Source: an optimization exercise on an open RTL-to-GDS flow (aim: small area, a short achievable clock period and few clock cycles per item). Production flows keep margins and buffers that such runs may drop.
In this exercise RTL edits were held to simulation tests only and were not proved equivalent to the original.
No activity file was given, so power comes from the tool's default toggle rates.

## flow/design.v (module list and top-level ports; edited modules follow where they fit)
// module booth_multiplier: 594 lines
// module booth_final_adder: 700 lines
// module booth_pfx1p: 6 lines
// module booth_pfx1g: 5 lines
// module booth_pfx2p: 6 lines
// module booth_pfx2g: 5 lines
// module booth_pfx3p: 6 lines
// module booth_pfx3g: 5 lines
// module booth_pfx4p: 6 lines
// module booth_pfx4g: 5 lines
// module booth_pfx5p: 6 lines
// module booth_pfx5g: 5 lines
// module booth_pfx6g: 5 lines
// module booth_pfx7g: 5 lines
module booth_multiplier(clk, reset_n, multiplier, multiplicand, op_start, op_clear, result, op_done);
  // ...
==> flow/flow/run.sh <==
#!/bin/bash
# Standard layout with two changes: the port buffers are plain buffers (buf_2)
# instead of delay buffers, and synthesis leaves adders to abc (no full-adder
# cells). Registers are untouched by either change.
bash standard.sh ADDER_MAP_FILE= "BUFFER_PORTS_ARGS=-buffer_cell sky130_fd_sc_hd__buf_2" finish > standard.log 2>&1
==> flow/standard.sh <==
#!/bin/bash
# synth_recipe.tcl (not shown) runs the flow's synth.tcl, then flattens the netlist and writes it again
# the make line also repeats each setting of config.mk as NAME=value (left out here)
make -C /OpenROAD-flow-scripts/flow DESIGN_CONFIG=/design/flow/config.mk WORK_HOME=/design/flow/orfs CLKGATE_MAP_FILE= SYNTH_SCRIPT=/design/flow/synth_recipe.tcl "${@:-finish}"
==> flow/config.mk <==
export PLATFORM = sky130hd
export DESIGN_NAME = booth_multiplier
export DESIGN_NICKNAME = booth_multiplier
export VERILOG_FILES = /design/flow/design.v
export SDC_FILE = /design/flow/constraint.sdc
export NUM_CORES = 4
export LEC_CHECK = 0
export CAP_MARGIN = 20
export CORE_MARGIN = 2
export CORE_UTILIZATION = 40
export CTS_CLUSTER_DIAMETER = 100
export CTS_CLUSTER_SIZE = 20
export SETUP_SLACK_MARGIN = 3.3
export SLEW_MARGIN = 20
export SYNTH_HIERARCHICAL = 1
==> flow/constraint.sdc <==
create_clock -name core_clock -period 6.0 [get_ports {clk}]
set_input_delay 1.2000 -clock core_clock [delete_from_list [all_inputs] [get_ports {clk}]]
set_output_delay 1.2000 -clock core_clock [all_outputs]
set_load 0.01 [all_outputs]
==> flow_summary.ini, run 1 <==
[min_path]
hp-class = input pin to asynchronous set/reset pin

[cells_and_area]
nNonClkInverters = 51
clk_share = 0.02493
multi_input_comb_cells = 2232
nClkBuffers = 31
finalNetCount = 3062
final_util = 0.4516
most-common-layout-cells = xnor2_1, buf_2, a21o_1, xor2_1, edfxtp_1
dominant_cells = multi-input combinational cells
finalInstanceArea_um2 = 32180

[floorplanning]
io_pins = 261
die_area_um2 = 73920

[detailed_routing]
wl_met3_um = 4800
viasPerCell = 5.534
wl_met1_um = 36520

[setup_path]
end_kind = register
rr_endpoint = S[56]
crit_path_end = S[56]
worstRegToRegCells = 10
worstPathCellList = xor2_2, a21o_1, a21o_1, a21o_4, a21o_4, a21o_4, a21o_4, a21o_1, xor3_1, a22o_1
cp_top_family = compound AO/OA/AOI/OAI gates

[timing]
slew_headroom = 0.2957
setup_viol = 0
tns_ns = 0
worst_slew_pin_slew_ns = 1.056
hold_viol = 0

[global_routing]
grt_start_max_net_pins = 72
grt_busiest_layer = met2

[job]
max-cap-violations = 0

[status]
status = timing/DRC/antenna clean

[cts]
clk_pin_slew_worst_paths_ns = 0.09
clock-sinks = 301

[placement]
dpl_cell_area_um2 = 30500
Testbench counts, summed over its fixed seeds: cycles 5,760, items 480.
==> module booth_multiplier, before the edit <==
module booth_multiplier(clk, reset_n, multiplier, multiplicand, op_start, op_clear, result, op_done);
	input clk, reset_n, op_start, op_clear;
	input [63:0] multiplier, multiplicand;
	output op_done;
	output [127:0] result;
	reg busy, fin, done;
	reg [2:0] cnt;
	wire idle = ~(busy | fin | done);
	wire last = (cnt == 3'd7);
	always @(posedge clk or negedge reset_n)
		if (!reset_n) begin
			busy <= 1'b0; fin <= 1'b0; done <= 1'b0;
		end else if (op_clear) begin
			busy <= 1'b0; fin <= 1'b0; done <= 1'b0;
		end else begin
			busy <= idle ? op_start : (busy & ~last);
			fin <= busy & last;
			done <= fin | done;
		end
	always @(posedge clk)
		cnt <= busy ? cnt + 1'b1 : 3'd0;
	reg [63:0] B;       
	reg [63:0] lo;      
	reg [63:0] S;       
	reg [62:0] C;       
	reg [7:0] DS, DC;  
	reg cf;             
	wire [8:0] eb = idle ? {multiplier[7:0], 1'b0} : lo[15:7];
	wire [3:0] n_one, n_two, n_neg;
	genvar g;
	generate for (g = 0; g < 4; g = g + 1) begin : enc
		assign n_one[g] = eb[2*g+1] ^ eb[2*g];
		assign n_two[g] = (eb[2*g+2] & ~eb[2*g+1] & ~eb[2*g]) | (~eb[2*g+2] & eb[2*g+1] & eb[2*g]);
		assign n_neg[g] = eb[2*g+2];
	end endgenerate
	reg [3:0] e_one, e_two, e_neg;     
	wire [3:0] n_nz = n_one | n_two;
	reg [3:0] f_one, f_two, f_neg;     
	always @(posedge clk) begin
		e_one <= n_one; e_two <= n_two; e_neg <= n_neg;
		f_one <= ~n_one; f_two <= ~n_two; f_neg <= ~n_neg;
	end
	wire [3:0] negb = e_neg;
	wire [64:0] bx = {B[63], B};
	wire [64:0] bx2 = {B, 1'b0};
	wire [64:0] pp0, px0;
	assign px0[31:0] = {32{e_neg[0]}} ^ (({32{e_one[0]}} & bx[31:0]) | ({32{e_two[0]}} & bx2[31:0]));
	assign px0[64:32] = {33{f_neg[0]}} ^ (({33{f_one[0]}} | ~bx[64:32]) & ({33{f_two[0]}} | ~bx2[64:32]));
	assign pp0 = {~px0[64], px0[63:0]};
	wire [64:0] pp1, px1;
	assign px1[31:0] = {32{e_neg[1]}} ^ (({32{e_one[1]}} & bx[31:0]) | ({32{e_two[1]}} & bx2[31:0]));
	assign px1[64:32] = {33{f_neg[1]}} ^ (({33{f_one[1]}} | ~bx[64:32]) & ({33{f_two[1]}} | ~bx2[64:32]));
	assign pp1 = {~px1[64], px1[63:0]};
	wire [64:0] pp2, px2;
	assign px2[31:0] = {32{e_neg[2]}} ^ (({32{e_one[2]}} & bx[31:0]) | ({32{e_two[2]}} & bx2[31:0]));
	assign px2[64:32] = {33{f_neg[2]}} ^ (({33{f_one[2]}} | ~bx[64:32]) & ({33{f_two[2]}} | ~bx2[64:32]));
	assign pp2 = {~px2[64], px2[63:0]};
	wire [64:0] pp3, px3;
	assign px3[31:0] = {32{e_neg[3]}} ^ (({32{e_one[3]}} & bx[31:0]) | ({32{e_two[3]}} & bx2[31:0]));
	assign px3[64:32] = {33{f_neg[3]}} ^ (({33{f_one[3]}} | ~bx[64:32]) & ({33{f_two[3]}} | ~bx2[64:32]));
	assign pp3 = {~px3[64], px3[63:0]};
	wire fs1 = S[0] ^ C[0] ^ negb[0];
	wire fc1 = (S[0] & C[0]) | (S[0] & negb[0]) | (C[0] & negb[0]);
	wire fs2 = S[1] ^ C[1] ^ fc1;
	wire fc2 = (S[1] & C[1]) | (S[1] & fc1) | (C[1] & fc1);
	wire fs3 = S[2] ^ C[2] ^ negb[1];
	wire fc3 = (S[2] & C[2]) | (S[2] & negb[1]) | (C[2] & negb[1]);
	wire fs4 = pp0[2] ^ pp1[0] ^ fs3;
	wire fc4 = (pp0[2] & pp1[0]) | (pp0[2] & fs3) | (pp1[0] & fs3);
	wire fs5 = S[3] ^ C[3] ^ fc3;
	wire fc5 = (S[3] & C[3]) | (S[3] & fc3) | (C[3] & fc3);
	wire fs6 = pp0[3] ^ pp1[1] ^ fc4;
	wire fc6 = (pp0[3] & pp1[1]) | (pp0[3] & fc4) | (pp1[1] & fc4);
	wire fs7 = S[4] ^ C[4] ^ negb[2];
	wire fc7 = (S[4] & C[4]) | (S[4] & negb[2]) | (C[4] & negb[2]);
	wire fs8 = pp0[4] ^ pp1[2] ^ pp2[0];
	wire fc8 = (pp0[4] & pp1[2]) | (pp0[4] & pp2[0]) | (pp1[2] & pp2[0]);
	wire fs9 = fs7 ^ fc5 ^ fs8;
	wire fc9 = (fs7 & fc5) | (fs7 & fs8) | (fc5 & fs8);
	wire fs10 = S[5] ^ C[5] ^ fc7;
	wire fc10 = (S[5] & C[5]) | (S[5] & fc7) | (C[5] & fc7);
	wire fs11 = pp0[5] ^ pp1[3] ^ pp2[1];
	wire fc11 = (pp0[5] & pp1[3]) | (pp0[5] & pp2[1]) | (pp1[3] & pp2[1]);
	wire fs12 = fc8 ^ fs10 ^ fs11;
	wire fc12 = (fc8 & fs10) | (fc8 & fs11) | (fs10 & fs11);
	wire fs13 = S[6] ^ C[6] ^ negb[3];
	wire fc13 = (S[6] & C[6]) | (S[6] & negb[3]) | (C[6] & negb[3]);
	wire fs14 = pp0[6] ^ pp1[4] ^ pp2[2];
	wire fc14 = (pp0[6] & pp1[4]) | (pp0[6] & pp2[2]) | (pp1[4] & pp2[2]);
	wire fs15 = pp3[0] ^ fs13 ^ fc10;
	wire fc15 = (pp3[0] & fs13) | (pp3[0] & fc10) | (fs13 & fc10);
	wire fs16 = fc11 ^ fs14 ^ fs15;
	wire fc16 = (fc11 & fs14) | (fc11 & fs15) | (fs14 & fs15);
	wire fs17 = S[7] ^ C[7] ^ fc13;
	wire fc17 = (S[7] & C[7]) | (S[7] & fc13) | (C[7] & fc13);
	wire fs18 = pp0[7] ^ pp1[5] ^ pp2[3];
	wire fc18 = (pp0[7] & pp1[5]) | (pp0[7] & pp2[3]) | (pp1[5] & pp2[3]);
	wire fs19 = pp3[1] ^ fc14 ^ fs17;
	wire fc19 = (pp3[1] & fc14) | (pp3[1] & fs17) | (fc14 & fs17);
	wire fs20 = fs18 ^ fc15 ^ fs19;
	wire fc20 = (fs18 & fc15) | (fs18 & fs19) | (fc15 & fs19);
	wire fs21 = S[8] ^ C[8] ^ pp0[8];
	wire fc21 = (S[8] & C[8]) | (S[8] & pp0[8]) | (C[8] & pp0[8]);
	wire fs22 = pp1[6] ^ pp2[4] ^ pp3[2];
	wire fc22 = (pp1[6] & pp2[4]) | (pp1[6] & pp3[2]) | (pp2[4] & pp3[2]);
	wire fs23 = fc17 ^ fc18 ^ fs21;
	wire fc23 = (fc17 & fc18) | (fc17 & fs21) | (fc18 & fs21);
	wire fs24 = fs22 ^ fc19 ^ fs23;
	wire fc24 = (fs22 & fc19) | (fs22 & fs23) | (fc19 & fs23);
	wire fs25 = S[9] ^ C[9] ^ pp0[9];
	wire fc25 = (S[9] & C[9]) | (S[9] & pp0[9]) | (C[9] & pp0[9]);
	wire fs26 = pp1[7] ^ pp2[5] ^ pp3[3];
	wire fc26 = (pp1[7] & pp2[5]) | (pp1[7] & pp3[3]) | (pp2[5] & pp3[3]);
	wire fs27 = fc21 ^ fc22 ^ fs25;
	wire fc27 = (fc21 & fc22) | (fc21 & fs25) | (fc22 & fs25);
	wire fs28 = fs26 ^ fc23 ^ fs27;
	wire fc28 = (fs26 & fc23) | (fs26 & fs27) | (fc23 & fs27);
	wire fs29 = S[10] ^ C[10] ^ pp0[10];
	wire fc29 = (S[10] & C[10]) | (S[10] & pp0[10]) | (C[10] & pp0[10]);
	wire fs30 = pp1[8] ^ pp2[6] ^ pp3[4];
	wire fc30 = (pp1[8] & pp2[6]) | (pp1[8] & pp3[4]) | (pp2[6] & pp3[4]);
	wire fs31 = fc25 ^ fc26 ^ fs29;
	wire fc31 = (fc25 & fc26) | (fc25 & fs29) | (fc26 & fs29);
	wire fs32 = fs30 ^ fc27 ^ fs31;
	wire fc32 = (fs30 & fc27) | (fs30 & fs31) | (fc27 & fs31);
	wire fs33 = S[11] ^ C[11] ^ pp0[11];
	wire fc33 = (S[11] & C[11]) | (S[11] & pp0[11]) | (C[11] & pp0[11]);
	wire fs34 = pp1[9] ^ pp2[7] ^ pp3[5];
	wire fc34 = (pp1[9] & pp2[7]) | (pp1[9] & pp3[5]) | (pp2[7] & pp3[5]);
	wire fs35 = fc29 ^ fc30 ^ fs33;
	wire fc35 = (fc29 & fc30) | (fc29 & fs33) | (fc30 & fs33);
	wire fs36 = fs34 ^ fc31 ^ fs35;
	wire fc36 = (fs34 & fc31) | (fs34 & fs35) | (fc31 & fs35);
	wire fs37 = S[12] ^ C[12] ^ pp0[12];
	wire fc37 = (S[12] & C[12]) | (S[12] & pp0[12]) | (C[12] & pp0[12]);
	wire fs38 = pp1[10] ^ pp2[8] ^ pp3[6];
	wire fc38 = (pp1[10] & pp2[8]) | (pp1[10] & pp3[6]) | (pp2[8] & pp3[6]);
	wire fs39 = fc33 ^ fc34 ^ fs37;
	wire fc39 = (fc33 & fc34) | (fc33 & fs37) | (fc34 & fs37);
	wire fs40 = fs38 ^ fc35 ^ fs39;
	wire fc40 = (fs38 & fc35) | (fs38 & fs39) | (fc35 & fs39);
	wire fs41 = S[13] ^ C[13] ^ pp0[13];
	wire fc41 = (S[13] & C[13]) | (S[13] & pp0[13]) | (C[13] & pp0[13]);
	wire fs42 = pp1[11] ^ pp2[9] ^ pp3[7];
	wire fc42 = (pp1[11] & pp2[9]) | (pp1[11] & pp3[7]) | (pp2[9] & pp3[7]);
	wire fs43 = fc37 ^ fc38 ^ fs41;
	wire fc43 = (fc37 & fc38) | (fc37 & fs41) | (fc38 & fs41);
	wire fs44 = fs42 ^ fc39 ^ fs43;
	wire fc44 = (fs42 & fc39) | (fs42 & fs43) | (fc39 & fs43);
	wire fs45 = S[14] ^ C[14] ^ pp0[14];
	wire fc45 = (S[14] & C[14]) | (S[14] & pp0[14]) | (C[14] & pp0[14]);
	wire fs46 = pp1[12] ^ pp2[10] ^ pp3[8];
	wire fc46 = (pp1[12] & pp2[10]) | (pp1[12] & pp3[8]) | (pp2[10] & pp3[8]);
	wire fs47 = fc41 ^ fc42 ^ fs45;
	wire fc47 = (fc41 & fc42) | (fc41 & fs45) | (fc42 & fs45);
	wire fs48 = fs46 ^ fc43 ^ fs47;
	wire fc48 = (fs46 & fc43) | (fs46 & fs47) | (fc43 & fs47);
	wire fs49 = S[15] ^ C[15] ^ pp0[15];
	wire fc49 = (S[15] & C[15]) | (S[15] & pp0[15]) | (C[15] & pp0[15]);
	wire fs50 = pp1[13] ^ pp2[11] ^ pp3[9];
	wire fc50 = (pp1[13] & pp2[11]) | (pp1[13] & pp3[9]) | (pp2[11] & pp3[9]);
	wire fs51 = fc45 ^ fc46 ^ fs49;
	wire fc51 = (fc45 & fc46) | (fc45 & fs49) | (fc46 & fs49);
	wire fs52 = fs50 ^ fc47 ^ fs51;
	wire fc52 = (fs50 & fc47) | (fs50 & fs51) | (fc47 & fs51);
	wire fs53 = S[16] ^ C[16] ^ pp0[16];
	wire fc53 = (S[16] & C[16]) | (S[16] & pp0[16]) | (C[16] & pp0[16]);
	wire fs54 = pp1[14] ^ pp2[12] ^ pp3[10];
	wire fc54 = (pp1[14] & pp2[12]) | (pp1[14] & pp3[10]) | (pp2[12] & pp3[10]);
	wire fs55 = fc49 ^ fc50 ^ fs53;
	wire fc55 = (fc49 & fc50) | (fc49 & fs53) | (fc50 & fs53);
	wire fs56 = fs54 ^ fc51 ^ fs55;
	wire fc56 = (fs54 & fc51) | (fs54 & fs55) | (fc51 & fs55);
	wire fs57 = S[17] ^ C[17] ^ pp0[17];
	wire fc57 = (S[17] & C[17]) | (S[17] & pp0[17]) | (C[17] & pp0[17]);
	wire fs58 = pp1[15] ^ pp2[13] ^ pp3[11];
	wire fc58 = (pp1[15] & pp2[13]) | (pp1[15] & pp3[11]) | (pp2[13] & pp3[11]);
	wire fs59 = fc53 ^ fc54 ^ fs57;
	wire fc59 = (fc53 & fc54) | (fc53 & fs57) | (fc54 & fs57);
	wire fs60 = fs58 ^ fc55 ^ fs59;
	wire fc60 = (fs58 & fc55) | (fs58 & fs59) | (fc55 & fs59);
	wire fs61 = S[18] ^ C[18] ^ pp0[18];
	wire fc61 = (S[18] & C[18]) | (S[18] & pp0[18]) | (C[18] & pp0[18]);
	wire fs62 = pp1[16] ^ pp2[14] ^ pp3[12];
	wire fc62 = (pp1[16] & pp2[14]) | (pp1[16] & pp3[12]) | (pp2[14] & pp3[12]);
	wire fs63 = fc57 ^ fc58 ^ fs61;
	wire fc63 = (fc57 & fc58) | (fc57 & fs61) | (fc58 & fs61);
	wire fs64 = fs62 ^ fc59 ^ fs63;
	wire fc64 = (fs62 & fc59) | (fs62 & fs63) | (fc59 & fs63);
	wire fs65 = S[19] ^ C[19] ^ pp0[19];
	wire fc65 = (S[19] & C[19]) | (S[19] & pp0[19]) | (C[19] & pp0[19]);
	wire fs66 = pp1[17] ^ pp2[15] ^ pp3[13];
	wire fc66 = (pp1[17] & pp2[15]) | (pp1[17] & pp3[13]) | (pp2[15] & pp3[13]);
	wire fs67 = fc61 ^ fc62 ^ fs65;
	wire fc67 = (fc61 & fc62) | (fc61 & fs65) | (fc62 & fs65);
	wire fs68 = fs66 ^ fc63 ^ fs67;
	wire fc68 = (fs66 & fc63) | (fs66 & fs67) | (fc63 & fs67);
	wire fs69 = S[20] ^ C[20] ^ pp0[20];
	wire fc69 = (S[20] & C[20]) | (S[20] & pp0[20]) | (C[20] & pp0[20]);
	wire fs70 = pp1[18] ^ pp2[16] ^ pp3[14];
	wire fc70 = (pp1[18] & pp2[16]) | (pp1[18] & pp3[14]) | (pp2[16] & pp3[14]);
	wire fs71 = fc65 ^ fc66 ^ fs69;
	wire fc71 = (fc65 & fc66) | (fc65 & fs69) | (fc66 & fs69);
	wire fs72 = fs70 ^ fc67 ^ fs71;
	wire fc72 = (fs70 & fc67) | (fs70 & fs71) | (fc67 & fs71);
	wire fs73 = S[21] ^ C[21] ^ pp0[21];
	wire fc73 = (S[21] & C[21]) | (S[21] & pp0[21]) | (C[21] & pp0[21]);
	wire fs74 = pp1[19] ^ pp2[17] ^ pp3[15];
	wire fc74 = (pp1[19] & pp2[17]) | (pp1[19] & pp3[15]) | (pp2[17] & pp3[15]);
	wire fs75 = fc69 ^ fc70 ^ fs73;
	wire fc75 = (fc69 & fc70) | (fc69 & fs73) | (fc70 & fs73);
	wire fs76 = fs74 ^ fc71 ^ fs75;
	wire fc76 = (fs74 & fc71) | (fs74 & fs75) | (fc71 & fs75);
	wire fs77 = S[22] ^ C[22] ^ pp0[22];
	wire fc77 = (S[22] & C[22]) | (S[22] & pp0[22]) | (C[22] & pp0[22]);
	wire fs78 = pp1[20] ^ pp2[18] ^ pp3[16];
	wire fc78 = (pp1[20] & pp2[18]) | (pp1[20] & pp3[16]) | (pp2[18] & pp3[16]);
	wire fs79 = fc73 ^ fc74 ^ fs77;
	wire fc79 = (fc73 & fc74) | (fc73 & fs77) | (fc74 & fs77);
	wire fs80 = fs78 ^ fc75 ^ fs79;
	wire fc80 = (fs78 & fc75) | (fs78 & fs79) | (fc75 & fs79);
	wire fs81 = S[23] ^ C[23] ^ pp0[23];
	wire fc81 = (S[23] & C[23]) | (S[23] & pp0[23]) | (C[23] & pp0[23]);
	wire fs82 = pp1[21] ^ pp2[19] ^ pp3[17];
	wire fc82 = (pp1[21] & pp2[19]) | (pp1[21] & pp3[17]) | (pp2[19] & pp3[17]);
	wire fs83 = fc77 ^ fc78 ^ fs81;
	wire fc83 = (fc77 & fc78) | (fc77 & fs81) | (fc78 & fs81);
	wire fs84 = fs82 ^ fc79 ^ fs83;
	wire fc84 = (fs82 & fc79) | (fs82 & fs83) | (fc79 & fs83);
	wire fs85 = S[24] ^ C[24] ^ pp0[24];
	wire fc85 = (S[24] & C[24]) | (S[24] & pp0[24]) | (C[24] & pp0[24]);
	wire fs86 = pp1[22] ^ pp2[20] ^ pp3[18];
	wire fc86 = (pp1[22] & pp2[20]) | (pp1[22] & pp3[18]) | (pp2[20] & pp3[18]);
	wire fs87 = fc81 ^ fc82 ^ fs85;
	wire fc87 = (fc81 & fc82) | (fc81 & fs85) | (fc82 & fs85);
	wire fs88 = fs86 ^ fc83 ^ fs87;
	wire fc88 = (fs86 & fc83) | (fs86 & fs87) | (fc83 & fs87);
	wire fs89 = S[25] ^ C[25] ^ pp0[25];
	wire fc89 = (S[25] & C[25]) | (S[25] & pp0[25]) | (C[25] & pp0[25]);
	wire fs90 = pp1[23] ^ pp2[21] ^ pp3[19];
	wire fc90 = (pp1[23] & pp2[21]) | (pp1[23] & pp3[19]) | (pp2[21] & pp3[19]);
	wire fs91 = fc85 ^ fc86 ^ fs89;
	wire fc91 = (fc85 & fc86) | (fc85 & fs89) | (fc86 & fs89);
	wire fs92 = fs90 ^ fc87 ^ fs91;
	wire fc92 = (fs90 & fc87) | (fs90 & fs91) | (fc87 & fs91);
	wire fs93 = S[26] ^ C[26] ^ pp0[26];
	wire fc93 = (S[26] & C[26]) | (S[26] & pp0[26]) | (C[26] & pp0[26]);
	wire fs94 = pp1[24] ^ pp2[22] ^ pp3[20];
	wire fc94 = (pp1[24] & pp2[22]) | (pp1[24] & pp3[20]) | (pp2[22] & pp3[20]);
	wire fs95 = fc89 ^ fc90 ^ fs93;
	wire fc95 = (fc89 & fc90) | (fc89 & fs93) | (fc90 & fs93);
	wire fs96 = fs94 ^ fc91 ^ fs95;
	wire fc96 = (fs94 & fc91) | (fs94 & fs95) | (fc91 & fs95);
	wire fs97 = S[27] ^ C[27] ^ pp0[27];
	wire fc97 = (S[27] & C[27]) | (S[27] & pp0[27]) | (C[27] & pp0[27]);
	wire fs98 = pp1[25] ^ pp2[23] ^ pp3[21];
	wire fc98 = (pp1[25] & pp2[23]) | (pp1[25] & pp3[21]) | (pp2[23] & pp3[21]);
	wire fs99 = fc93 ^ fc94 ^ fs97;
	wire fc99 = (fc93 & fc94) | (fc93 & fs97) | (fc94 & fs97);
	wire fs100 = fs98 ^ fc95 ^ fs99;
	wire fc100 = (fs98 & fc95) | (fs98 & fs99) | (fc95 & fs99);
	wire fs101 = S[28] ^ C[28] ^ pp0[28];
	wire fc101 = (S[28] & C[28]) | (S[28] & pp0[28]) | (C[28] & pp0[28]);
	wire fs102 = pp1[26] ^ pp2[24] ^ pp3[22];
	wire fc102 = (pp1[26] & pp2[24]) | (pp1[26] & pp3[22]) | (pp2[24] & pp3[22]);
	wire fs103 = fc97 ^ fc98 ^ fs101;
	wire fc103 = (fc97 & fc98) | (fc97 & fs101) | (fc98 & fs101);
	wire fs104 = fs102 ^ fc99 ^ fs103;
	wire fc104 = (fs102 & fc99) | (fs102 & fs103) | (fc99 & fs103);
	wire fs105 = S[29] ^ C[29] ^ pp0[29];
	wire fc105 = (S[29] & C[29]) | (S[29] & pp0[29]) | (C[29] & pp0[29]);
	wire fs106 = pp1[27] ^ pp2[25] ^ pp3[23];
	wire fc106 = (pp1[27] & pp2[25]) | (pp1[27] & pp3[23]) | (pp2[25] & pp3[23]);
	wire fs107 = fc101 ^ fc102 ^ fs105;
	wire fc107 = (fc101 & fc102) | (fc101 & fs105) | (fc102 & fs105);
	wire fs108 = fs106 ^ fc103 ^ fs107;
	wire fc108 = (fs106 & fc103) | (fs106 & fs107) | (fc103 & fs107);
	wire fs109 = S[30] ^ C[30] ^ pp0[30];
	wire fc109 = (S[30] & C[30]) | (S[30] & pp0[30]) | (C[30] & pp0[30]);
	wire fs110 = pp1[28] ^ pp2[26] ^ pp3[24];
	wire fc110 = (pp1[28] & pp2[26]) | (pp1[28] & pp3[24]) | (pp2[26] & pp3[24]);
	wire fs111 = fc105 ^ fc106 ^ fs109;
	wire fc111 = (fc105 & fc106) | (fc105 & fs109) | (fc106 & fs109);
	wire fs112 = fs110 ^ fc107 ^ fs111;
	wire fc112 = (fs110 & fc107) | (fs110 & fs111) | (fc107 & fs111);
	wire fs113 = S[31] ^ C[31] ^ pp0[31];
	wire fc113 = (S[31] & C[31]) | (S[31] & pp0[31]) | (C[31] & pp0[31]);
	wire fs114 = pp1[29] ^ pp2[27] ^ pp3[25];
	wire fc114 = (pp1[29] & pp2[27]) | (pp1[29] & pp3[25]) | (pp2[27] & pp3[25]);
	wire fs115 = fc109 ^ fc110 ^ fs113;
	wire fc115 = (fc109 & fc110) | (fc109 & fs113) | (fc110 & fs113);
	wire fs116 = fs114 ^ fc111 ^ fs115;
	wire fc116 = (fs114 & fc111) | (fs114 & fs115) | (fc111 & fs115);
	wire fs117 = S[32] ^ C[32] ^ pp0[32];
	wire fc117 = (S[32] & C[32]) | (S[32] & pp0[32]) | (C[32] & pp0[32]);
	wire fs118 = pp1[30] ^ pp2[28] ^ pp3[26];
	wire fc118 = (pp1[30] & pp2[28]) | (pp1[30] & pp3[26]) | (pp2[28] & pp3[26]);
	wire fs119 = fc113 ^ fc114 ^ fs117;
	wire fc119 = (fc113 & fc114) | (fc113 & fs117) | (fc114 & fs117);
	wire fs120 = fs118 ^ fc115 ^ fs119;
	wire fc120 = (fs118 & fc115) | (fs118 & fs119) | (fc115 & fs119);
	wire fs121 = S[33] ^ C[33] ^ pp0[33];
	wire fc121 = (S[33] & C[33]) | (S[33] & pp0[33]) | (C[33] & pp0[33]);
	wire fs122 = pp1[31] ^ pp2[29] ^ pp3[27];
	wire fc122 = (pp1[31] & pp2[29]) | (pp1[31] & pp3[27]) | (pp2[29] & pp3[27]);
	wire fs123 = fc117 ^ fc118 ^ fs121;
	wire fc123 = (fc117 & fc118) | (fc117 & fs121) | (fc118 & fs121);
	wire fs124 = fs122 ^ fc119 ^ fs123;
	wire fc124 = (fs122 & fc119) | (fs122 & fs123) | (fc119 & fs123);
	wire fs125 = S[34] ^ C[34] ^ pp0[34];
	wire fc125 = (S[34] & C[34]) | (S[34] & pp0[34]) | (C[34] & pp0[34]);
	wire fs126 = pp1[32] ^ pp2[30] ^ pp3[28];
	wire fc126 = (pp1[32] & pp2[30]) | (pp1[32] & pp3[28]) | (pp2[30] & pp3[28]);
	wire fs127 = fc121 ^ fc122 ^ fs125;
	wire fc127 = (fc121 & fc122) | (fc121 & fs125) | (fc122 & fs125);
	wire fs128 = fs126 ^ fc123 ^ fs127;
	wire fc128 = (fs126 & fc123) | (fs126 & fs127) | (fc123 & fs127);
	wire fs129 = S[35] ^ C[35] ^ pp0[35];
	wire fc129 = (S[35] & C[35]) | (S[35] & pp0[35]) | (C[35] & pp0[35]);
	wire fs130 = pp1[33] ^ pp2[31] ^ pp3[29];
	wire fc130 = (pp1[33] & pp2[31]) | (pp1[33] & pp3[29]) | (pp2[31] & pp3[29]);
	wire fs131 = fc125 ^ fc126 ^ fs129;
	wire fc131 = (fc125 & fc126) | (fc125 & fs129) | (fc126 & fs129);
	wire fs132 = fs130 ^ fc127 ^ fs131;
	wire fc132 = (fs130 & fc127) | (fs130 & fs131) | (fc127 & fs131);
	wire fs133 = S[36] ^ C[36] ^ pp0[36];
	wire fc133 = (S[36] & C[36]) | (S[36] & pp0[36]) | (C[36] & pp0[36]);
	wire fs134 = pp1[34] ^ pp2[32] ^ pp3[30];
	wire fc134 = (pp1[34] & pp2[32]) | (pp1[34] & pp3[30]) | (pp2[32] & pp3[30]);
	wire fs135 = fc129 ^ fc130 ^ fs133;
	wire fc135 = (fc129 & fc130) | (fc129 & fs133) | (fc130 & fs133);
	wire fs136 = fs134 ^ fc131 ^ fs135;
	wire fc136 = (fs134 & fc131) | (fs134 & fs135) | (fc131 & fs135);
	wire fs137 = S[37] ^ C[37] ^ pp0[37];
	wire fc137 = (S[37] & C[37]) | (S[37] & pp0[37]) | (C[37] & pp0[37]);
	wire fs138 = pp1[35] ^ pp2[33] ^ pp3[31];
	wire fc138 = (pp1[35] & pp2[33]) | (pp1[35] & pp3[31]) | (pp2[33] & pp3[31]);
	wire fs139 = fc133 ^ fc134 ^ fs137;
	wire fc139 = (fc133 & fc134) | (fc133 & fs137) | (fc134 & fs137);
	wire fs140 = fs138 ^ fc135 ^ fs139;
	wire fc140 = (fs138 & fc135) | (fs138 & fs139) | (fc135 & fs139);
	wire fs141 = S[38] ^ C[38] ^ pp0[38];
	wire fc141 = (S[38] & C[38]) | (S[38] & pp0[38]) | (C[38] & pp0[38]);
	wire fs142 = pp1[36] ^ pp2[34] ^ pp3[32];
	wire fc142 = (pp1[36] & pp2[34]) | (pp1[36] & pp3[32]) | (pp2[34] & pp3[32]);
	wire fs143 = fc137 ^ fc138 ^ fs141;
	wire fc143 = (fc137 & fc138) | (fc137 & fs141) | (fc138 & fs141);
	wire fs144 = fs142 ^ fc139 ^ fs143;
	wire fc144 = (fs142 & fc139) | (fs142 & fs143) | (fc139 & fs143);
	wire fs145 = S[39] ^ C[39] ^ pp0[39];
	wire fc145 = (S[39] & C[39]) | (S[39] & pp0[39]) | (C[39] & pp0[39]);
	wire fs146 = pp1[37] ^ pp2[35] ^ pp3[33];
	wire fc146 = (pp1[37] & pp2[35]) | (pp1[37] & pp3[33]) | (pp2[35] & pp3[33]);
	wire fs147 = fc141 ^ fc142 ^ fs145;
	wire fc147 = (fc141 & fc142) | (fc141 & fs145) | (fc142 & fs145);
	wire fs148 = fs146 ^ fc143 ^ fs147;
	wire fc148 = (fs146 & fc143) | (fs146 & fs147) | (fc143 & fs147);
	wire fs149 = S[40] ^ C[40] ^ pp0[40];
	wire fc149 = (S[40] & C[40]) | (S[40] & pp0[40]) | (C[40] & pp0[40]);
	wire fs150 = pp1[38] ^ pp2[36] ^ pp3[34];
	wire fc150 = (pp1[38] & pp2[36]) | (pp1[38] & pp3[34]) | (pp2[36] & pp3[34]);
	wire fs151 = fc145 ^ fc146 ^ fs149;
	wire fc151 = (fc145 & fc146) | (fc145 & fs149) | (fc146 & fs149);
	wire fs152 = fs150 ^ fc147 ^ fs151;
	wire fc152 = (fs150 & fc147) | (fs150 & fs151) | (fc147 & fs151);
	wire fs153 = S[41] ^ C[41] ^ pp0[41];
	wire fc153 = (S[41] & C[41]) | (S[41] & pp0[41]) | (C[41] & pp0[41]);
	wire fs154 = pp1[39] ^ pp2[37] ^ pp3[35];
	wire fc154 = (pp1[39] & pp2[37]) | (pp1[39] & pp3[35]) | (pp2[37] & pp3[35]);
	wire fs155 = fc149 ^ fc150 ^ fs153;
	wire fc155 = (fc149 & fc150) | (fc149 & fs153) | (fc150 & fs153);
	wire fs156 = fs154 ^ fc151 ^ fs155;
	wire fc156 = (fs154 & fc151) | (fs154 & fs155) | (fc151 & fs155);
	wire fs157 = S[42] ^ C[42] ^ pp0[42];
	wire fc157 = (S[42] & C[42]) | (S[42] & pp0[42]) | (C[42] & pp0[42]);
	wire fs158 = pp1[40] ^ pp2[38] ^ pp3[36];
	wire fc158 = (pp1[40] & pp2[38]) | (pp1[40] & pp3[36]) | (pp2[38] & pp3[36]);
	wire fs159 = fc153 ^ fc154 ^ fs157;
	wire fc159 = (fc153 & fc154) | (fc153 & fs157) | (fc154 & fs157);
	wire fs160 = fs158 ^ fc155 ^ fs159;
	wire fc160 = (fs158 & fc155) | (fs158 & fs159) | (fc155 & fs159);
	wire fs161 = S[43] ^ C[43] ^ pp0[43];
	wire fc161 = (S[43] & C[43]) | (S[43] & pp0[43]) | (C[43] & pp0[43]);
	wire fs162 = pp1[41] ^ pp2[39] ^ pp3[37];
	wire fc162 = (pp1[41] & pp2[39]) | (pp1[41] & pp3[37]) | (pp2[39] & pp3[37]);
	wire fs163 = fc157 ^ fc158 ^ fs161;
	wire fc163 = (fc157 & fc158) | (fc157 & fs161) | (fc158 & fs161);
	wire fs164 = fs162 ^ fc159 ^ fs163;
	wire fc164 = (fs162 & fc159) | (fs162 & fs163) | (fc159 & fs163);
	wire fs165 = S[44] ^ C[44] ^ pp0[44];
	wire fc165 = (S[44] & C[44]) | (S[44] & pp0[44]) | (C[44] & pp0[44]);
	wire fs166 = pp1[42] ^ pp2[40] ^ pp3[38];
	wire fc166 = (pp1[42] & pp2[40]) | (pp1[42] & pp3[38]) | (pp2[40] & pp3[38]);
	wire fs167 = fc161 ^ fc162 ^ fs165;
	wire fc167 = (fc161 & fc162) | (fc161 & fs165) | (fc162 & fs165);
	wire fs168 = fs166 ^ fc163 ^ fs167;
	wire fc168 = (fs166 & fc163) | (fs166 & fs167) | (fc163 & fs167);
	wire fs169 = S[45] ^ C[45] ^ pp0[45];
	wire fc169 = (S[45] & C[45]) | (S[45] & pp0[45]) | (C[45] & pp0[45]);
	wire fs170 = pp1[43] ^ pp2[41] ^ pp3[39];
	wire fc170 = (pp1[43] & pp2[41]) | (pp1[43] & pp3[39]) | (pp2[41] & pp3[39]);
	wire fs171 = fc165 ^ fc166 ^ fs169;
	wire fc171 = (fc165 & fc166) | (fc165 & fs169) | (fc166 & fs169);
	wire fs172 = fs170 ^ fc167 ^ fs171;
	wire fc172 = (fs170 & fc167) | (fs170 & fs171) | (fc167 & fs171);
	wire fs173 = S[46] ^ C[46] ^ pp0[46];
	wire fc173 = (S[46] & C[46]) | (S[46] & pp0[46]) | (C[46] & pp0[46]);
	wire fs174 = pp1[44] ^ pp2[42] ^ pp3[40];
	wire fc174 = (pp1[44] & pp2[42]) | (pp1[44] & pp3[40]) | (pp2[42] & pp3[40]);
	wire fs175 = fc169 ^ fc170 ^ fs173;
	wire fc175 = (fc169 & fc170) | (fc169 & fs173) | (fc170 & fs173);
	wire fs176 = fs174 ^ fc171 ^ fs175;
	wire fc176 = (fs174 & fc171) | (fs174 & fs175) | (fc171 & fs175);
	wire fs177 = S[47] ^ C[47] ^ pp0[47];
	wire fc177 = (S[47] & C[47]) | (S[47] & pp0[47]) | (C[47] & pp0[47]);
	wire fs178 = pp1[45] ^ pp2[43] ^ pp3[41];
	wire fc178 = (pp1[45] & pp2[43]) | (pp1[45] & pp3[41]) | (pp2[43] & pp3[41]);
	wire fs179 = fc173 ^ fc174 ^ fs177;
	wire fc179 = (fc173 & fc174) | (fc173 & fs177) | (fc174 & fs177);
	wire fs180 = fs178 ^ fc175 ^ fs179;
	wire fc180 = (fs178 & fc175) | (fs178 & fs179) | (fc175 & fs179);
	wire fs181 = S[48] ^ C[48] ^ pp0[48];
	wire fc181 = (S[48] & C[48]) | (S[48] & pp0[48]) | (C[48] & pp0[48]);
	wire fs182 = pp1[46] ^ pp2[44] ^ pp3[42];
	wire fc182 = (pp1[46] & pp2[44]) | (pp1[46] & pp3[42]) | (pp2[44] & pp3[42]);
	wire fs183 = fc177 ^ fc178 ^ fs181;
	wire fc183 = (fc177 & fc178) | (fc177 & fs181) | (fc178 & fs181);
	wire fs184 = fs182 ^ fc179 ^ fs183;
	wire fc184 = (fs182 & fc179) | (fs182 & fs183) | (fc179 & fs183);
	wire fs185 = S[49] ^ C[49] ^ pp0[49];
	wire fc185 = (S[49] & C[49]) | (S[49] & pp0[49]) | (C[49] & pp0[49]);
	wire fs186 = pp1[47] ^ pp2[45] ^ pp3[43];
	wire fc186 = (pp1[47] & pp2[45]) | (pp1[47] & pp3[43]) | (pp2[45] & pp3[43]);
	wire fs187 = fc181 ^ fc182 ^ fs185;
	wire fc187 = (fc181 & fc182) | (fc181 & fs185) | (fc182 & fs185);
	wire fs188 = fs186 ^ fc183 ^ fs187;
	wire fc188 = (fs186 & fc183) | (fs186 & fs187) | (fc183 & fs187);
	wire fs189 = S[50] ^ C[50] ^ pp0[50];
	wire fc189 = (S[50] & C[50]) | (S[50] & pp0[50]) | (C[50] & pp0[50]);
	wire fs190 = pp1[48] ^ pp2[46] ^ pp3[44];
	wire fc190 = (pp1[48] & pp2[46]) | (pp1[48] & pp3[44]) | (pp2[46] & pp3[44]);
	wire fs191 = fc185 ^ fc186 ^ fs189;
	wire fc191 = (fc185 & fc186) | (fc185 & fs189) | (fc186 & fs189);
	wire fs192 = fs190 ^ fc187 ^ fs191;
	wire fc192 = (fs190 & fc187) | (fs190 & fs191) | (fc187 & fs191);
	wire fs193 = S[51] ^ C[51] ^ pp0[51];
	wire fc193 = (S[51] & C[51]) | (S[51] & pp0[51]) | (C[51] & pp0[51]);
	wire fs194 = pp1[49] ^ pp2[47] ^ pp3[45];
	wire fc194 = (pp1[49] & pp2[47]) | (pp1[49] & pp3[45]) | (pp2[47] & pp3[45]);
	wire fs195 = fc189 ^ fc190 ^ fs193;
	wire fc195 = (fc189 & fc190) | (fc189 & fs193) | (fc190 & fs193);
	wire fs196 = fs194 ^ fc191 ^ fs195;
	wire fc196 = (fs194 & fc191) | (fs194 & fs195) | (fc191 & fs195);
	wire fs197 = S[52] ^ C[52] ^ pp0[52];
	wire fc197 = (S[52] & C[52]) | (S[52] & pp0[52]) | (C[52] & pp0[52]);
	wire fs198 = pp1[50] ^ pp2[48] ^ pp3[46];
	wire fc198 = (pp1[50] & pp2[48]) | (pp1[50] & pp3[46]) | (pp2[48] & pp3[46]);
	wire fs199 = fc193 ^ fc194 ^ fs197;
	wire fc199 = (fc193 & fc194) | (fc193 & fs197) | (fc194 & fs197);
	wire fs200 = fs198 ^ fc195 ^ fs199;
	wire fc200 = (fs198 & fc195) | (fs198 & fs199) | (fc195 & fs199);
	wire fs201 = S[53] ^ C[53] ^ pp0[53];
	wire fc201 = (S[53] & C[53]) | (S[53] & pp0[53]) | (C[53] & pp0[53]);
	wire fs202 = pp1[51] ^ pp2[49] ^ pp3[47];
	wire fc202 = (pp1[51] & pp2[49]) | (pp1[51] & pp3[47]) | (pp2[49] & pp3[47]);
	wire fs203 = fc197 ^ fc198 ^ fs201;
	wire fc203 = (fc197 & fc198) | (fc197 & fs201) | (fc198 & fs201);
	wire fs204 = fs202 ^ fc199 ^ fs203;
	wire fc204 = (fs202 & fc199) | (fs202 & fs203) | (fc199 & fs203);
	wire fs205 = S[54] ^ C[54] ^ pp0[54];
	wire fc205 = (S[54] & C[54]) | (S[54] & pp0[54]) | (C[54] & pp0[54]);
	wire fs206 = pp1[52] ^ pp2[50] ^ pp3[48];
	wire fc206 = (pp1[52] & pp2[50]) | (pp1[52] & pp3[48]) | (pp2[50] & pp3[48]);
	wire fs207 = fc201 ^ fc202 ^ fs205;
	wire fc207 = (fc201 & fc202) | (fc201 & fs205) | (fc202 & fs205);
	wire fs208 = fs206 ^ fc203 ^ fs207;
	wire fc208 = (fs206 & fc203) | (fs206 & fs207) | (fc203 & fs207);
	wire fs209 = S[55] ^ C[55] ^ pp0[55];
	wire fc209 = (S[55] & C[55]) | (S[55] & pp0[55]) | (C[55] & pp0[55]);
	wire fs210 = pp1[53] ^ pp2[51] ^ pp3[49];
	wire fc210 = (pp1[53] & pp2[51]) | (pp1[53] & pp3[49]) | (pp2[51] & pp3[49]);
	wire fs211 = fc205 ^ fc206 ^ fs209;
	wire fc211 = (fc205 & fc206) | (fc205 & fs209) | (fc206 & fs209);
	wire fs212 = fs210 ^ fc207 ^ fs211;
	wire fc212 = (fs210 & fc207) | (fs210 & fs211) | (fc207 & fs211);
	wire fs213 = S[56] ^ C[56] ^ pp0[56];
	wire fc213 = (S[56] & C[56]) | (S[56] & pp0[56]) | (C[56] & pp0[56]);
	wire fs214 = pp1[54] ^ pp2[52] ^ pp3[50];
	wire fc214 = (pp1[54] & pp2[52]) | (pp1[54] & pp3[50]) | (pp2[52] & pp3[50]);
	wire fs215 = fc209 ^ fc210 ^ fs213;
	wire fc215 = (fc209 & fc210) | (fc209 & fs213) | (fc210 & fs213);
	wire fs216 = fs214 ^ fc211 ^ fs215;
	wire fc216 = (fs214 & fc211) | (fs214 & fs215) | (fc211 & fs215);
	wire fs217 = S[57] ^ C[57] ^ pp0[57];
	wire fc217 = (S[57] & C[57]) | (S[57] & pp0[57]) | (C[57] & pp0[57]);
	wire fs218 = pp1[55] ^ pp2[53] ^ pp3[51];
	wire fc218 = (pp1[55] & pp2[53]) | (pp1[55] & pp3[51]) | (pp2[53] & pp3[51]);
	wire fs219 = fc213 ^ fc214 ^ fs217;
	wire fc219 = (fc213 & fc214) | (fc213 & fs217) | (fc214 & fs217);
	wire fs220 = fs218 ^ fc215 ^ fs219;
	wire fc220 = (fs218 & fc215) | (fs218 & fs219) | (fc215 & fs219);
	wire fs221 = S[58] ^ C[58] ^ pp0[58];
	wire fc221 = (S[58] & C[58]) | (S[58] & pp0[58]) | (C[58] & pp0[58]);
	wire fs222 = pp1[56] ^ pp2[54] ^ pp3[52];
	wire fc222 = (pp1[56] & pp2[54]) | (pp1[56] & pp3[52]) | (pp2[54] & pp3[52]);
	wire fs223 = fc217 ^ fc218 ^ fs221;
	wire fc223 = (fc217 & fc218) | (fc217 & fs221) | (fc218 & fs221);
	wire fs224 = fs222 ^ fc219 ^ fs223;
	wire fc224 = (fs222 & fc219) | (fs222 & fs223) | (fc219 & fs223);
	wire fs225 = S[59] ^ C[59] ^ pp0[59];
	wire fc225 = (S[59] & C[59]) | (S[59] & pp0[59]) | (C[59] & pp0[59]);
	wire fs226 = pp1[57] ^ pp2[55] ^ pp3[53];
	wire fc226 = (pp1[57] & pp2[55]) | (pp1[57] & pp3[53]) | (pp2[55] & pp3[53]);
	wire fs227 = fc221 ^ fc222 ^ fs225;
	wire fc227 = (fc221 & fc222) | (fc221 & fs225) | (fc222 & fs225);
	wire fs228 = fs226 ^ fc223 ^ fs227;
	wire fc228 = (fs226 & fc223) | (fs226 & fs227) | (fc223 & fs227);
	wire fs229 = S[60] ^ C[60] ^ pp0[60];
	wire fc229 = (S[60] & C[60]) | (S[60] & pp0[60]) | (C[60] & pp0[60]);
	wire fs230 = pp1[58] ^ pp2[56] ^ pp3[54];
	wire fc230 = (pp1[58] & pp2[56]) | (pp1[58] & pp3[54]) | (pp2[56] & pp3[54]);
	wire fs231 = fc225 ^ fc226 ^ fs229;
	wire fc231 = (fc225 & fc226) | (fc225 & fs229) | (fc226 & fs229);
	wire fs232 = fs230 ^ fc227 ^ fs231;
	wire fc232 = (fs230 & fc227) | (fs230 & fs231) | (fc227 & fs231);
	wire fs233 = S[61] ^ C[61] ^ pp0[61];
	wire fc233 = (S[61] & C[61]) | (S[61] & pp0[61]) | (C[61] & pp0[61]);
	wire fs234 = pp1[59] ^ pp2[57] ^ pp3[55];
	wire fc234 = (pp1[59] & pp2[57]) | (pp1[59] & pp3[55]) | (pp2[57] & pp3[55]);
	wire fs235 = fc229 ^ fc230 ^ fs233;
	wire fc235 = (fc229 & fc230) | (fc229 & fs233) | (fc230 & fs233);
	wire fs236 = fs234 ^ fc231 ^ fs235;
	wire fc236 = (fs234 & fc231) | (fs234 & fs235) | (fc231 & fs235);
	wire fs237 = S[62] ^ C[62] ^ pp0[62];
	wire fc237 = (S[62] & C[62]) | (S[62] & pp0[62]) | (C[62] & pp0[62]);
	wire fs238 = pp1[60] ^ pp2[58] ^ pp3[56];
	wire fc238 = (pp1[60] & pp2[58]) | (pp1[60] & pp3[56]) | (pp2[58] & pp3[56]);
	wire fs239 = fc233 ^ fc234 ^ fs237;
	wire fc239 = (fc233 & fc234) | (fc233 & fs237) | (fc234 & fs237);
	wire fs240 = fs238 ^ fc235 ^ fs239;
	wire fc240 = (fs238 & fc235) | (fs238 & fs239) | (fc235 & fs239);
	wire fs241 = ~(S[63] ^ pp0[63]);
	wire fc241 = S[63] | pp0[63];
	wire fs242 = pp1[61] ^ pp2[59] ^ pp3[57];
	wire fc242 = (pp1[61] & pp2[59]) | (pp1[61] & pp3[57]) | (pp2[59] & pp3[57]);
	wire fs243 = fc237 ^ fc238 ^ fs241;
	wire fc243 = (fc237 & fc238) | (fc237 & fs241) | (fc238 & fs241);
	wire fs244 = fs242 ^ fc239 ^ fs243;
	wire fc244 = (fs242 & fc239) | (fs242 & fs243) | (fc239 & fs243);
	wire fs245 = pp0[64] ^ pp1[62] ^ pp2[60];
	wire fc245 = (pp0[64] & pp1[62]) | (pp0[64] & pp2[60]) | (pp1[62] & pp2[60]);
	wire fs246 = pp3[58] ^ fc241 ^ fc242;
	wire fc246 = (pp3[58] & fc241) | (pp3[58] & fc242) | (fc241 & fc242);
	wire fs247 = fs245 ^ fc243 ^ fs246;
	wire fc247 = (fs245 & fc243) | (fs245 & fs246) | (fc243 & fs246);
	wire fs248 = ~(pp1[63] ^ pp2[61]);
	wire fc248 = pp1[63] | pp2[61];
	wire fs249 = pp3[59] ^ fc245 ^ fs248;
	wire fc249 = (pp3[59] & fc245) | (pp3[59] & fs248) | (fc245 & fs248);
	wire fs250 = fc246 ^ fs249;
	wire fc250 = fc246 & fs249;
	wire fs251 = pp1[64] ^ pp2[62] ^ pp3[60];
	wire fc251 = (pp1[64] & pp2[62]) | (pp1[64] & pp3[60]) | (pp2[62] & pp3[60]);
	wire fs252 = fc248 ^ fs251 ^ fc249;
	wire fc252 = (fc248 & fs251) | (fc248 & fc249) | (fs251 & fc249);
	wire fs253 = ~(pp2[63] ^ pp3[61]);
	wire fc253 = pp2[63] | pp3[61];
	wire fs254 = fc251 ^ fs253;
	wire fc254 = fc251 & fs253;
	wire fs255 = pp2[64] ^ pp3[62] ^ fc253;
	wire fc255 = (pp2[64] & pp3[62]) | (pp2[64] & fc253) | (pp3[62] & fc253);
	wire fs256 = ~(pp3[63] ^ fc255);
	wire fc256 = pp3[63] | fc255;
	wire [71:0] sp = {1'b0, pp3[64], fs256, fc254, fs254, fc250, fs250, fc244, fc240, fc236, fc232, fc228, fc224, fc220, fc216, fc212, fc208, fc204, fc200, fc196, fc192, fc188, fc184, fc180, fc176, fc172, fc168, fc164, fc160, fc156, fc152, fc148, fc144, fc140, fc136, fc132, fc128, fc124, fc120, fc116, fc112, fc108, fc104, fc100, fc96, fc92, fc88, fc84, fc80, fc76, fc72, fc68, fc64, fc60, fc56, fc52, fc48, fc44, fc40, fc36, fc32, fc28, fc24, fc20, fc16, fc12, fc9, fc6, fs5, fc2, pp0[1], pp0[0]};
	wire [71:0] cp = {1'b0, fc256, 1'b0, fs255, fc252, fs252, fc247, fs247, fs244, fs240, fs236, fs232, fs228, fs224, fs220, fs216, fs212, fs208, fs204, fs200, fs196, fs192, fs188, fs184, fs180, fs176, fs172, fs168, fs164, fs160, fs156, fs152, fs148, fs144, fs140, fs136, fs132, fs128, fs124, fs120, fs116, fs112, fs108, fs104, fs100, fs96, fs92, fs88, fs84, fs80, fs76, fs72, fs68, fs64, fs60, fs56, fs52, fs48, fs44, fs40, fs36, fs32, fs28, fs24, fs20, fs16, fs12, fs9, fs6, fs4, fs2, fs1};
	wire [63:0] s_next = {(sp[71] | cp[71]) ^ last, sp[70:8]};
	wire [62:0] c_next = cp[70:8];
	wire [71:0] asum;
	wire acarry;
	booth_final_adder u_add(.S(S), .C(C), .DS(DS), .DC(DC), .cf(cf), .asum(asum), .acarry(acarry));
	wire [63:0] hi = asum[71:8];
	wire first = busy & (cnt == 3'd0);
	always @(posedge clk) begin
		DS <= busy ? sp[7:0] : 8'b0;
		DC <= busy ? cp[7:0] : 8'b0;
		cf <= busy & ~first & acarry;
		B <= idle ? multiplicand : B;
		lo <= (busy | fin) ? {asum[7:0], lo[63:8]} : (done ? lo : multiplier);
		S <= busy ? s_next : (idle ? {1'b1, 63'b0} : hi);
		C <= busy ? c_next : 63'b0;
	end
	assign result = {S, lo};
	assign op_done = done;
endmodule
==> inputs of run 2 (changes only) <==
--- a/flow/design.v
+++ b/flow/design.v
@@ -37,6 +37,4 @@
 	wire [3:0] n_nz = n_one | n_two;
-	reg [3:0] f_one, f_two, f_neg;     
 	always @(posedge clk) begin
 		e_one <= n_one; e_two <= n_two; e_neg <= n_neg;
-		f_one <= ~n_one; f_two <= ~n_two; f_neg <= ~n_neg;
 	end
@@ -46,16 +44,12 @@
 	wire [64:0] pp0, px0;
-	assign px0[31:0] = {32{e_neg[0]}} ^ (({32{e_one[0]}} & bx[31:0]) | ({32{e_two[0]}} & bx2[31:0]));
-	assign px0[64:32] = {33{f_neg[0]}} ^ (({33{f_one[0]}} | ~bx[64:32]) & ({33{f_two[0]}} | ~bx2[64:32]));
+	assign px0[64:0] = {65{e_neg[0]}} ^ (({65{e_one[0]}} & bx[64:0]) | ({65{e_two[0]}} & bx2[64:0]));
 	assign pp0 = {~px0[64], px0[63:0]};
 	wire [64:0] pp1, px1;
-	assign px1[31:0] = {32{e_neg[1]}} ^ (({32{e_one[1]}} & bx[31:0]) | ({32{e_two[1]}} & bx2[31:0]));
-	assign px1[64:32] = {33{f_neg[1]}} ^ (({33{f_one[1]}} | ~bx[64:32]) & ({33{f_two[1]}} | ~bx2[64:32]));
+	assign px1[64:0] = {65{e_neg[1]}} ^ (({65{e_one[1]}} & bx[64:0]) | ({65{e_two[1]}} & bx2[64:0]));
 	assign pp1 = {~px1[64], px1[63:0]};
 	wire [64:0] pp2, px2;
-	assign px2[31:0] = {32{e_neg[2]}} ^ (({32{e_one[2]}} & bx[31:0]) | ({32{e_two[2]}} & bx2[31:0]));
-	assign px2[64:32] = {33{f_neg[2]}} ^ (({33{f_one[2]}} | ~bx[64:32]) & ({33{f_two[2]}} | ~bx2[64:32]));
+	assign px2[64:0] = {65{e_neg[2]}} ^ (({65{e_one[2]}} & bx[64:0]) | ({65{e_two[2]}} & bx2[64:0]));
 	assign pp2 = {~px2[64], px2[63:0]};
 	wire [64:0] pp3, px3;
-	assign px3[31:0] = {32{e_neg[3]}} ^ (({32{e_one[3]}} & bx[31:0]) | ({32{e_two[3]}} & bx2[31:0]));
-	assign px3[64:32] = {33{f_neg[3]}} ^ (({33{f_one[3]}} | ~bx[64:32]) & ({33{f_two[3]}} | ~bx2[64:32]));
+	assign px3[64:0] = {65{e_neg[3]}} ^ (({65{e_one[3]}} & bx[64:0]) | ({65{e_two[3]}} & bx2[64:0]));
 	assign pp3 = {~px3[64], px3[63:0]};
--- a/flow/config.mk
+++ b/flow/config.mk
@@ -10,4 +10,2 @@
 export CORE_UTILIZATION = 40
-export CTS_CLUSTER_DIAMETER = 100
-export CTS_CLUSTER_SIZE = 20
 export SETUP_SLACK_MARGIN = 3.3
==> flow_summary.ini, run 2 <==
[floorplanning]
die_h_um = 264.3
initial_core_util = 0.4034
coreArea_um2 = 67160
core.rowCount = 95
die_area_um2 = 69830
io_pins = 261
floorplan.die.width_um = 264.3

[cells_and_area]
finalNetCount = 2903
most-common-layout-cells = xnor2_1, buf_2, a22oi_1, a21o_1, and2_1
nFillCells = 6251
top_regs = B x64, S x64, lo x64
layout-drive-gt1-share = 0.2900
mostFrequentLayoutCell = xnor2_1
area_growth_pct = 15.18

[cts]
clock_tree.htree_level_count = 2
cts_tree = built
postCtsHoldBufs = 0
cts_made_buffers = 37
clock-sinks = 289
cts_buffer_depth = 3
clk_pin_slew_worst_paths_ns = 0.06
cts_root_buf = clkbuf_16
clkLatencyLatePin_ns = 0.57

[power]
power_density_nw_per_um2 = 542.7
peakVddDrop_mv = 0.2397
p_leak_nw = 13.86

[timing]
finalMaxSlewViolations = 0
setup_viol = 0
hold_viol = 0
fin_crit_ns = 2.715
fin_skew_ns = 0.02715
slew_headroom = 0.4091
finalCritPeriodShare = 0.4525
rsz0062_at_grt = yes
clock.fmax_mhz = 368.3
fin_ws_ns = 3.285
tns_ns = 0
worst_slew_pin_slew_ns = 0.8863

[global_routing]
grt_start_max_net_pins = 80
track_usage = 0.2190
grt_pass1_wl_um = 120700
antenna_found_initial = 9
grt_pass1_vias = 20759
grt_overflow_total = 0

[detailed_routing]
final_antenna_net_count = 0
viasPerCell = 5.504
drt_iter0_drc = 1224
routed_wl_um = 79680
drt_first_pass_iters = 5
wl_per_cell_um = 21.68
num_vias = 20233
drc = 0

[synth]
synthesis.area_um2 = 27090
yosys_warnings = 7
synth_cells = 2549
synth_area_per_cell_um2 = 10.63

[setup_path]
worstPathCellList = and2_2, a21o_1, a21o_1, a21o_1, a21o_4, a21o_4, a21o_4, buf_6, a21o_1, xor3_1, a22o_1
cp_max_fo = 5
path_buf_inv = 1
cp.arrival_ns = 3.18
critical_path_class = register to register
crit_required_ns = 6.46
crit_top_cell = a21o_1
cp-start-kind = register
end_kind = register
cp_top_family = compound AO/OA/AOI/OAI gates
crit_slowest_cell = dfxtp_4
critPathMaxStageDelay_ns = 0.35

[placement]
hpwl_um = 54090
port_buffers = 260
place_ws_ns = 2.570
place_congestion = 0.8146

[status]
status = timing/DRC/antenna clean

[min_path]
hp-class = input pin to asynchronous set/reset pin

[job]
max-cap-violations = 0
[run 2: cell types whose count changed in the layout (fill, tap and decap cells not counted), moves of 50 or more]
cell,change
a22oi_1,+135
o22ai_1,-114
o21ai_0,-72
nor2_1,-96
xnor2_1,+187
maj3_1,+50
[run 2: report_power, final]
group | internal, mW | switching, mW | total [mW]
registers | 2.58 | 0.843 | 3.42
logic | 6.54 | 4.68 | 11.2
clock network | 1.32 | 0.980 | 2.30
total | 10.4 | 6.50 | 16.9
[run 2: cell type report]
| cell class | count | area (µm²) | area share |
|---|---|---|---|
| Antenna cell | 3 | 7.507 | 0.0002406 |
| Clock buffer | 46 | 1021 | 0.03272 |
| Tap cell | 873 | 1092 | 0.03500 |
| Inverter | 2 | 7.507 | 0.0002406 |
| Sequential cell | 289 | 7274 | 0.2331 |
| Multi-Input combinational cell | 2081 | 19240 | 0.6165 |
| Timing Repair Buffer | 360 | 2342 | 0.07505 |
| Clock inverter | 22 | 222.7 | 0.007137 |
[run 2: per-stage QoR]
stage	power, mW	instances	utilization	hold WS, ns	area, µm²
2_1_floorplan	12.36	2551	-	0.4543	27120
3_3_place_gp	14.12	3520	0.4274	0.4660	28710
3_5_place_dp	14.28	3520	0.4274	0.4820	28710
4_1_cts	16.88	3631	0.4561	0.3803	30630
5_1_grt	17.99	3674	0.4646	0.3898	31200
6_report	16.94	3676	0.4647	0.4150	31210
[run 2: timing repair]
item,in CTS,in global routing
gates cloned,1,3
endpoints found under the hold margin,0,0
setup endpoints to repair,186,136
setup buffers,42,39
pin swaps,16,17
gates resized for setup,112,85
[run 2: layer usage]
| metal | vias up | wire length [µm] | track usage | share of wire |
|---|---|---|---|---|
| met5 | - | 61 | 0 | 0.00077 |
| met4 | 10 | 2533 | 0.07555 | 0.032 |
| met3 | 143 | 4862 | 0.04167 | 0.061 |
| met2 | 612 | 39000 | 0.3850 | 0.49 |
| met1 | 9995 | 33230 | 0.2672 | 0.42 |
| li1 | 9473 | - | - | - |
[run 2: path summary, 6_finish.rpt]
kind                               from     end  slack, ns  depth (start not counted)
worst max-delay path               S[0]   S[59]       3.28                         11
worst min-delay path            reset_n     fin       0.41                          1
worst max register to register     S[0]   S[59]       3.28                         11
worst min register to register   cnt[0]  cnt[0]       0.50                          1
max in group asynchronous       reset_n    busy       5.46                          1
min in group core_clock          cnt[0]  cnt[0]       0.50                          1
Testbench counts of run 2, summed over its fixed seeds: cycles 5,760, items 480.
==> inputs of run 3 (changes only) <==
--- a/flow/config.mk
+++ b/flow/config.mk
@@ -10,3 +10,3 @@
 export CORE_UTILIZATION = 40
-export SETUP_SLACK_MARGIN = 3.3
+export SETUP_SLACK_MARGIN = 3.4
 export SLEW_MARGIN = 20
==> flow_summary.ini, run 3 <==
[cts]
clock_tree.htree_level_count = 2
cts_buffer_depth = 3
clock-sinks = 289
postCtsHoldBufs = 0
clkLatencyLatePin_ns = 0.58
cts_root_buf = clkbuf_16
clk_pin_slew_worst_paths_ns = 0.06
cts_made_buffers = 37
cts_tree = built

[placement]
place_congestion = 0.8447
hpwl_um = 53230
place_ws_ns = 2.841
place_inst = 3520
dpl_cell_area_um2 = 28740
port_buffers = 260

[status]
status = timing/DRC/antenna clean

[setup_path]
crit_slowest_cell = dfxtp_4
cp_max_fo = 6
critical_path_class = register to register
crit_top_cell = a21o_4
end_kind = register
worstPathCellList = xor2_1, a21o_1, a21o_1, a21o_4, a21o_4, a21o_4, a21o_4, a21o_1, xor2_1, o31a_1
critPathMaxStageDelay_ns = 0.37
cp-start-kind = register
crit_required_ns = 6.46
cp.arrival_ns = 3.11

[synth]
synth_area_per_cell_um2 = 10.63
synth_cells = 2549
synthesis.area_um2 = 27090
yosys_warnings = 7

[floorplanning]
die_h_um = 264.3
die_area_um2 = 69830
coreArea_um2 = 67160
io_pins = 261
initial_core_util = 0.4034
core.rowCount = 95
floorplan.die.width_um = 264.3

[detailed_routing]
drt_iter0_drc = 1428
drt_first_pass_iters = 5
viasPerCell = 5.578
wl_per_cell_um = 22.69
num_vias = 20584
routed_wl_um = 83710
final_antenna_net_count = 0
drc = 0

[power]
p_sw_frac = 0.3836
power_density_nw_per_um2 = 542.4
peakVddDrop_mv = 0.2589
intPower_mw = 10.59
p_sw_mw = 6.588
p_seq_frac = 0.198
comb_power_share = 0.664
p_leak_nw = 14.04
total_power_mw = 17.17
clockPowerShare = 0.138

[cells_and_area]
layout-drive-gt1-share = 0.2932
register_area_um2 = 7318
finalNetCount = 2917
finalNonFillerCells = 3690
mostFrequentLayoutCell = xnor2_1
most-common-layout-cells = xnor2_1, buf_2, a22oi_1, a21o_1, and2_1
multi_input_area_um2 = 19270
area_growth_pct = 16.87
nFillCells = 6167
top_regs = B x64, S x64, lo x64
finalInstanceArea_um2 = 31670

[global_routing]
grt_pass1_vias = 20717
antenna_found_initial = 8
grt_pass1_wl_um = 121100
use_met2 = 0.3802
grt_start_max_net_pins = 73
grt_overflow_total = 0
track_usage = 0.2203
met3_usage = 0.04064
grt.met1_usage = 0.2749
grt_busiest_layer = met2

[timing]
finalCritPeriodShare = 0.4408
rsz0062_at_grt = yes
fin_ws_ns = 3.355
fin_skew_ns = 0.02260
fin_crit_ns = 2.645
worst_slew_pin_slew_ns = 0.9212
clock.fmax_mhz = 378.1
slew_headroom = 0.3859
setup_viol = 0
hold_viol = 0
finalMaxSlewViolations = 0
tns_ns = 0

[job]
max-cap-violations = 0

[min_path]
hp-class = input pin to asynchronous set/reset pin
==> run 3: power groups by stage <==
stage | logic [mW] | clock network (mW) | registers [mW]
after CTS | 11.1 | 2.42 | 3.38
after global placement | 10.7 | 0 | 3.42
after global routing | 12.2 | 2.50 | 3.47
after floorplan | 9.26 | 0 | 3.10
final | 11.4 | 2.38 | 3.40
after detailed placement | 10.8 | 0 | 3.43
==> run 3: path summary, 6_finish.rpt <==
kind | to | slack [ns] | from | cells after the start
worst max-delay path | S[63] | 3.36 | C[8] | 10
worst min-delay path | busy | 0.41 | reset_n | 1
worst max register to register | S[63] | 3.36 | C[8] | 10
worst min register to register | cnt[0] | 0.49 | cnt[0] | 1
max in group asynchronous | busy | 5.47 | reset_n | 1
min in group core_clock | cnt[0] | 0.49 | cnt[0] | 1
==> run 3: metal layers <==
metal | vias to the layer above | wire length, µm
li1 | 9513 | -
met1 | 10170 | 35090
met2 | 726 | 39950
met3 | 167 | 5734
met4 | 8 | 2881
met5 | - | 56
==> run 3: per-stage QoR <==
| step | hold slack [ns] | utilization |
|---|---|---|
| finish | 0.4084 | 0.4715 |
| global route | 0.3817 | 0.4715 |
| CTS | 0.3784 | 0.4585 |
| detailed placement | 0.4774 | 0.4279 |
| global placement | 0.4657 | 0.4279 |
| floorplan | 0.4543 | - |
==> run 3: repair_timing <==
| action | CTS | global route |
|---|---|---|
| setup endpoints to repair | 200 | 143 |
| pin swaps | 24 | 27 |
| gates cloned | 3 | 13 |
| resized for setup | 125 | 88 |
| setup buffers | 46 | 37 |
==> run 3: area by class of cell <==
cell class,instances,share of cell area
clock inverters,22,0.008100
inverters,2,0.0002371
well taps,873,0.03450
flip-flops and latches,289,0.2311
multi-input cells,2081,0.6085
repair buffers,374,0.08535
clock buffers,46,0.03193
diodes,3,0.0002371
==> run 3: worst max-delay path, delay by kind of cell, from the launching register on <==
family | cells | cell delay, ns
AO/OA/AOI/OAI | 8 | 1.82
XOR/XNOR | 2 | 0.34
flip-flops | 1 | 0.37

-- static timing again, ports no longer ideal --
The results above use ideal ports. As a check the final layouts listed here were re-extracted and re-timed, cells and wires unchanged.
Step 1 sets driving cells, clkbuf_16 on the clock port and buf_2 on the other inputs (assumed; they add their load-dependent delay and slew).
Step 2 adds t to the input delays and takes it off the output delays; t is the mean of the earliest and latest rising clock arrival at the registers after step 1. Input paths then give back, and output paths get back, about the clock's delay inside the block.
a / b / c = ideal ports / drivers / drivers and shift; a / b = the first two.
run | t (ns) | setup slack, ns | worst data-port slew with drivers (ns) | cell pins on the clock port's net
run 1 | 0.651 | 3.315 / 3.310 / 3.315 | 0.07 | 1
run 2 | 0.619 | 3.285 / 3.285 / 3.285 | 0.07 | 1
run 3 | 0.622 | 3.355 / 3.355 / 3.355 | 0.11 | 1
After both steps setup and hold are still met in every run listed.
